Source: an optimization exercise on an open RTL-to-GDS flow (aim: small area, a short achievable clock period and few clock cycles per item). Production flows keep margins and buffers that such runs may drop.
At most, simulation tests tie the RTL to the original design; equivalence was not proved.
Power and IR drop assume default switching activity.

Setup of oak:
// huffmandecode
module huffmandecode(
clk,
huffrst,
code,
hufftable,
symaddr,
symdata,
huffdata,
hufflength,
hufffinish
    );
input clk,huffrst;
input[15:0] code;
input[8*16-1:0] hufftable;
output [7:0] symaddr;       
input[7:0] symdata;         
output [7:0] huffdata;
output [7:0] hufflength;
output reg hufffinish;
reg [7:0] sa;
assign symaddr  = sa;
assign huffdata = sa;
reg [7:0] g;         
reg [7:0] ca;        
reg [1:0] w;         
reg [4:0] k;         
reg       h;         
reg       one;       
reg       hs;        
reg       fix;       
assign hufflength = {3'b000, k};
wire [7:0] c1   = hufftable[7:0];
wire [7:0] c2   = hufftable[15:8];
wire       b1   = code[15];
wire       b2   = code[14];
wire       hit1 = (c1[7:1] != 7'd0) | (c1[0] & ~b1);
wire       g1   = b1 & ~c1[0];                            
wire       big  = (c1[7:1] != 7'd0) | (c2[7:2] != 6'd0);
wire [1:0] a2   = c1[0] ? {b2, ~b2} : {b1, b2};           
function [5:0] first_entry(input [5:0] x);
    reg [2:0] c, b, gg, s, a;
    reg       h1, h2;
    begin
        c = {1'b0, x[4:3]};           
        b = x[2:0];                   
        h1 = x[5] & ~b[2];            
        gg = {2'b00, b[2] & ~x[5]};    
        gg = {gg[1:0], b[1]};           
        h2 = c > gg;
        gg = gg - c;                    
        s = {2'b00, x[5]} + c;        
        a = s + {gg[1:0], b[0]};       
        if (h1)      first_entry = {3'd0, b[2], 2'd0};
  ...
Settings: LEC_CHECK=0, CAP_MARGIN=20, CORE_MARGIN=2, CORE_UTILIZATION=40, SLEW_MARGIN=20, TNS_END_PERCENT=20; clock period 11.0 ns.
standard.sh (not shown) runs the stock make flow with config.mk's settings and CLKGATE_MAP_FILE= SYNTH_SCRIPT=/design/flow/synth_recipe.tcl, a recipe that flattens the netlist after the stock synthesis.
==> flow/flow/run.sh <==
#!/bin/bash
# The standard layout (standard.sh) with three changes: synthesis maps with
# ABC on flow/abc.script (flow/synth.tcl), the ports get plain buf_1 buffers,
# and repair_timing aims below the clock period (setup margin).
set -euo pipefail
W=$(pwd)
export BUFFER_PORTS_ARGS="-buffer_cell sky130_fd_sc_hd__buf_1"
export SETUP_SLACK_MARGIN=7.9
export FLOW_ABC_SCRIPT=$W/flow/abc.script
sed "s#SYNTH_SCRIPT=[^ ]*#SYNTH_SCRIPT=$W/flow/synth.tcl#" standard.sh > synth_step.sh
# synthesis also leaves out the full and half adder cells (the platform list
# plus fa/ha): ABC builds the adders from plain gates, which is smaller here.
bash synth_step.sh "DONT_USE_CELLS=sky130_fd_sc_hd__probe_p_8 sky130_fd_sc_hd__probec_p_8 sky130_fd_sc_hd__lpflow_bleeder_1 sky130_fd_sc_hd__lpflow_clkbufkapwr_1 sky130_fd_sc_hd__lpflow_clkbufkapwr_16 sky130_fd_sc_hd__lpflow_clkbufkapwr_2 sky130_fd_sc_hd__lpflow_clkbufkapwr_4 sky130_fd_sc_hd__lpflow_clkbufkapwr_8 sky130_fd_sc_hd__lpflow_clkinvkapwr_1 sky130_fd_sc_hd__lpflow_clkinvkapwr_16 sky130_fd_sc_hd__lpflow_clkinvkapwr_2 sky130_fd_sc_hd__lpflow_clkinvkapwr_4 sky130_fd_sc_hd__lpflow_clkinvkapwr_8 sky130_fd_sc_hd__lpflow_decapkapwr_12 sky130_fd_sc_hd__lpflow_decapkapwr_3 sky130_fd_sc_hd__lpflow_decapkapwr_4 sky130_fd_sc_hd__lpflow_decapkapwr_6 sky130_fd_sc_hd__lpflow_decapkapwr_8 sky130_fd_sc_hd__lpflow_inputiso0n_1 sky130_fd_sc_hd__lpflow_inputiso0p_1 sky130_fd_sc_hd__lpflow_inputiso1n_1 sky130_fd_sc_hd__lpflow_inputiso1p_1 sky130_fd_sc_hd__lpflow_inputisolatch_1 sky130_fd_sc_hd__lpflow_isobufsrc_1 sky130_fd_sc_hd__lpflow_isobufsrc_16 sky130_fd_sc_hd__lpflow_isobufsrc_2 sky130_fd_sc_hd__lpflow_isobufsrc_4 sky130_fd_sc_hd__lpflow_isobufsrc_8 sky130_fd_sc_hd__lpflow_isobufsrckapwr_16 sky130_fd_sc_hd__lpflow_lsbuf_lh_hl_isowell_tap_1 sky130_fd_sc_hd__lpflow_lsbuf_lh_hl_isowell_tap_2 sky130_fd_sc_hd__lpflow_lsbuf_lh_hl_isowell_tap_4 sky130_fd_sc_hd__lpflow_lsbuf_lh_isowell_4 sky130_fd_sc_hd__lpflow_lsbuf_lh_isowell_tap_1 sky130_fd_sc_hd__lpflow_lsbuf_lh_isowell_tap_2 sky130_fd_sc_hd__lpflow_lsbuf_lh_isowell_tap_4 sky130_fd_sc_hd__fill_1 sky130_fd_sc_hd__fill_2 sky130_fd_sc_hd__fill_4 sky130_fd_sc_hd__fill_8 sky130_fd_sc_hd__fa_1 sky130_fd_sc_hd__fa_2 sky130_fd_sc_hd__fa_4 sky130_fd_sc_hd__ha_1 sky130_fd_sc_hd__ha_2 sky130_fd_sc_hd__ha_4" synth > synth.log 2>&1
bash standard.sh > standard.log 2>&1
==> flow/flow/abc.script <==
strash
dch -f
amap
strash
dch -f
amap
topo
stime -c
Other scripts of this flow, unchanged in this note and not shown: flow/flow/synth.tcl
Testbench counts of oak, summed over its fixed seeds: cycles 9,412, items 2,048.
[inputs] pine vs oak
Settings: a change of TNS_END_PERCENT from 20 to 5.
==> flow/flow/abc.script <==
strash
dch -f
amap
strash
dch -f
amap
topo
stime -c
buffer -c
upsize -c
dnsize -c
pine finished every stage and its layout cleared the timing, DRC and antenna checks.
Against oak, pine comes in 4.3% higher on power dissipated by switching net loads.
Delta(share of the final layout cell area in multi-input gates, pine - oak) > 0
pine reports its worst setup path endpoint as sa[1] while oak reports ca[3].
pine: final instance count without filler cells is 6 higher than what oak reported.
Combined area of the multi-input logic cells ends up lower on oak.
Compared with oak, pine supports a lower clock frequency.
When pine is measured against oak, its final-layout clock buffer total turns out 1 lower.
### pine -> birch
==> flow/flow/abc.script <==
strash
dch -f
amap
strash
dch -f
amap
topo
stime -c
upsize -c
dnsize -c
==> comparison <==
NOTE: wire length per cell in birch exceeds that of pine
Re flip-flop and latch count: no difference whatsoever between birch and pine.
[compare] base=pine new=birch: wire length on met1 grew by 7.4%; combinational share of power shrank by 0.5 points; data required time of the critical path shrank by 2.23 ns.
Start point of the critical path: hufftable[8] -> pine, k[1] -> birch
diff inputs: birch => maple
==> flow/flow/abc.script <==
strash
dch -f
amap
strash
dch -f
amap
topo
stime -c
Notes after the runs:
Re placed instance area: maple is about 4% down on birch. Between maple and birch, it is maple whose total detailed-routing wirelength is lower, by about 3.4%. When maple is measured against birch, its die area turns out 310 sq um lower. maple vs. birch: switching power went down by about 7%.
Setup changes, maple to cedar
diff --git a/flow/flow/run.sh b/flow/flow/run.sh
--- a/flow/flow/run.sh
+++ b/flow/flow/run.sh
@@ -7,3 +7,3 @@
 export BUFFER_PORTS_ARGS="-buffer_cell sky130_fd_sc_hd__buf_1"
-export SETUP_SLACK_MARGIN=7.9
+export SETUP_SLACK_MARGIN=8.0
 export FLOW_ABC_SCRIPT=$W/flow/abc.script
==> flow/flow/abc.script <==
strash
dch -f
amap
strash
dch -f
amap
topo
stime -c
buffer -c
upsize -c
dnsize -c
[summary]
Count of placed standard cells in the final layout, fillers left out was higher in cedar than in maple. Taking maple as the reference, in cedar layout overhead on the synthesized area shows a reduction of 4.1 points, clock-net power shows a reduction of about 6.5%, number of clock-tree buffers in the layout shows a reduction of 1. maple and cedar ended up with nearly the same share of the cycle needed by the critical path after routing.

Another version of the RTL of huffmandecode (not shown whole).
For scale: ~380 cells after synthesis, about 54 flip-flops, ~180 I/O pins.
export LEC_CHECK = 0
export CAP_MARGIN = 20
export CORE_MARGIN = 2
export CORE_UTILIZATION = 40
export SLEW_MARGIN = 20
export TNS_END_PERCENT = 5
create_clock -name core_clock -period 11.0 [get_ports {clk}]
==> flow/flow/run.sh <==
#!/bin/bash
# Standard layout, with plain buffers on the ports and repair_timing aiming
# below the clock period (setup margin).
set -euo pipefail
export BUFFER_PORTS_ARGS="-buffer_cell sky130_fd_sc_hd__buf_1"
export SETUP_SLACK_MARGIN=7.8
bash standard.sh > standard.log 2>&1
The starting point completed without violations.
Testbench counts at the start, summed over its fixed seeds: cycles 10,437, items 2,048.
Edit:
--- a/flow/flow/run.sh
+++ b/flow/flow/run.sh
@@ -5,3 +5,3 @@
 export BUFFER_PORTS_ARGS="-buffer_cell sky130_fd_sc_hd__buf_1"
-export SETUP_SLACK_MARGIN=7.8
+export SETUP_SLACK_MARGIN=8
 bash standard.sh > standard.log 2>&1
--- a/flow/config.mk
+++ b/flow/config.mk
@@ -11,2 +11 @@
 export SLEW_MARGIN = 20
-export TNS_END_PERCENT = 5
After rerunning:
- The new run ran to the end with no violations
- cell count rises by 0.44%
- via count falls by 0.40%
- sequential power barely changes
- non-clock buffer count rises by 3
- utilization rises by 1.2 points
- setup slack gains 0.039 ns
- wire length rises by 1.0%
- sequential cell count stays the same
- total power rises by 0.90%
- die area does not change
- count of clock-buffer cells in the layout stays the same

## build 23
huffmandecode, a different RTL version from the one above (not shown whole).
Size in the first run: about 56 flip-flops, roughly 180 I/O pins, roughly 4200 µm² of cells after synthesis.
Settings: LEC_CHECK=0, CAP_MARGIN=20, CORE_MARGIN=2, CORE_UTILIZATION=40, SLEW_MARGIN=20, TNS_END_PERCENT=20; clock period 11.0 ns.
==> flow/flow/run.sh <==
#!/bin/bash
# Standard layout, with plain buffers on the ports and repair_timing aiming
# below the clock period (setup margin).
set -euo pipefail
export BUFFER_PORTS_ARGS="-buffer_cell sky130_fd_sc_hd__buf_1"
export SETUP_SLACK_MARGIN=8.0
bash standard.sh > standard.log 2>&1
Build 23: PASS, flow complete, no timing, DRC or antenna violations
Changes in build 61 relative to build 23:
Settings: changing TNS_END_PERCENT from 20 to 5.
--- a/flow/flow/run.sh
+++ b/flow/flow/run.sh
@@ -6 +6 @@
-export SETUP_SLACK_MARGIN=8.0
+export SETUP_SLACK_MARGIN=7.8
Results
- Build 61: full flow OK, the timing, DRC and antenna checks passed
- From build 23 to build 61 the numbers moved as follows: design area fell about 2.4%, maximum clock frequency fell 1.5%, wire length on met3 fell 12%, clock-buffer cell count about even.
- Clock period minus final worst setup slack up 0.048 ns in build 61 wrt build 23
- HPWL reported at the end of detailed placement is lower on build 61
- Diff build 23..build 61 | number of clock sinks | unchanged
- Power, build 61 and build 23: higher on build 61
Here is what was changed in the inputs of build 56 compared with build 61.
Settings: removing TNS_END_PERCENT (formerly 5).
--- a/flow/flow/run.sh
+++ b/flow/flow/run.sh
@@ -6 +6 @@
-export SETUP_SLACK_MARGIN=7.8
+export SETUP_SLACK_MARGIN=6.5
- The cell at the slowest stage of the critical path comes out sky130_fd_sc_hd__a2111oi_0 in one run and sky130_fd_sc_hd__or4_4 in the other, namely in build 56 and build 61 respectively.
- Comparing post-route worst hold slack for build 56 and build 61, the smaller number came from build 56.
- Shortest clock period the worst path allows after layout for build 56: 0.48 ns up relative to build 61
- Row fraction of final layout cells sized beyond drive strength 1: build 56 lower / build 61 higher
- [diff] clock network power, build 56 relative to build 61: improvement
- Density: build 56 sparser than build 61
- The higher detailed-routing wirelength on met1 of build 56 and build 61 is in build 56.
No run of this note included a check of the RTL's function; only the layout flow was run.

what the ideal ports hide:
No port has a modelled driver above. Below, the same layouts with a new extraction and two added sets of constraints.
Step 1 sets driving cells, clkbuf_16 on the clock port and buf_2 on the other inputs (assumed; they add their load-dependent delay and slew).
Step 2 adds t to the input delays and takes it off the output delays; t is the mean of the earliest and latest rising clock arrival at the registers after step 1. Input paths then give back, and output paths get back, about the clock's delay inside the block.
a / b / c = ideal / step 1 / step 2; a / b = the first two.
| run | t, ns | slack for setup (ns) | worst setup path at the end | pins driven straight from the clock port |
|---|---|---|---|---|
| oak | 0.309 | 7.829 / 7.810 / 7.527 | input to register | 1 |
| pine | 0.309 | 7.766 / 7.763 / 7.457 | input to register | 1 |
| birch | 0.317 | 7.788 / 7.757 / 7.515 | input to register | 1 |
| maple | 0.310 | 7.796 / 7.799 / 7.489 | input to register | 1 |
| cedar | 0.309 | 7.802 / 7.789 / 7.484 | input to register | 1 |
| the first run of note 2 | 0.338 | 7.829 / 7.840 / 7.503 | input to register | 1 |
| the second run of note 2 | 0.336 | 7.868 / 7.873 / 7.537 | input to register | 1 |
| build 23 | 0.343 | 7.832 / 7.819 / 7.476 | input to register | 1 |
| build 61 | 0.346 | 7.785 / 7.794 / 7.449 | input to register | 1 |
| build 56 | 0.340 | 7.304 / 7.311 / 6.971 | input to register | 1 |
After both steps every run listed still meets setup and hold. The setup slack of build 23, which loses most, moves by -0.013 ns with the drivers and by -0.356 ns with both steps.
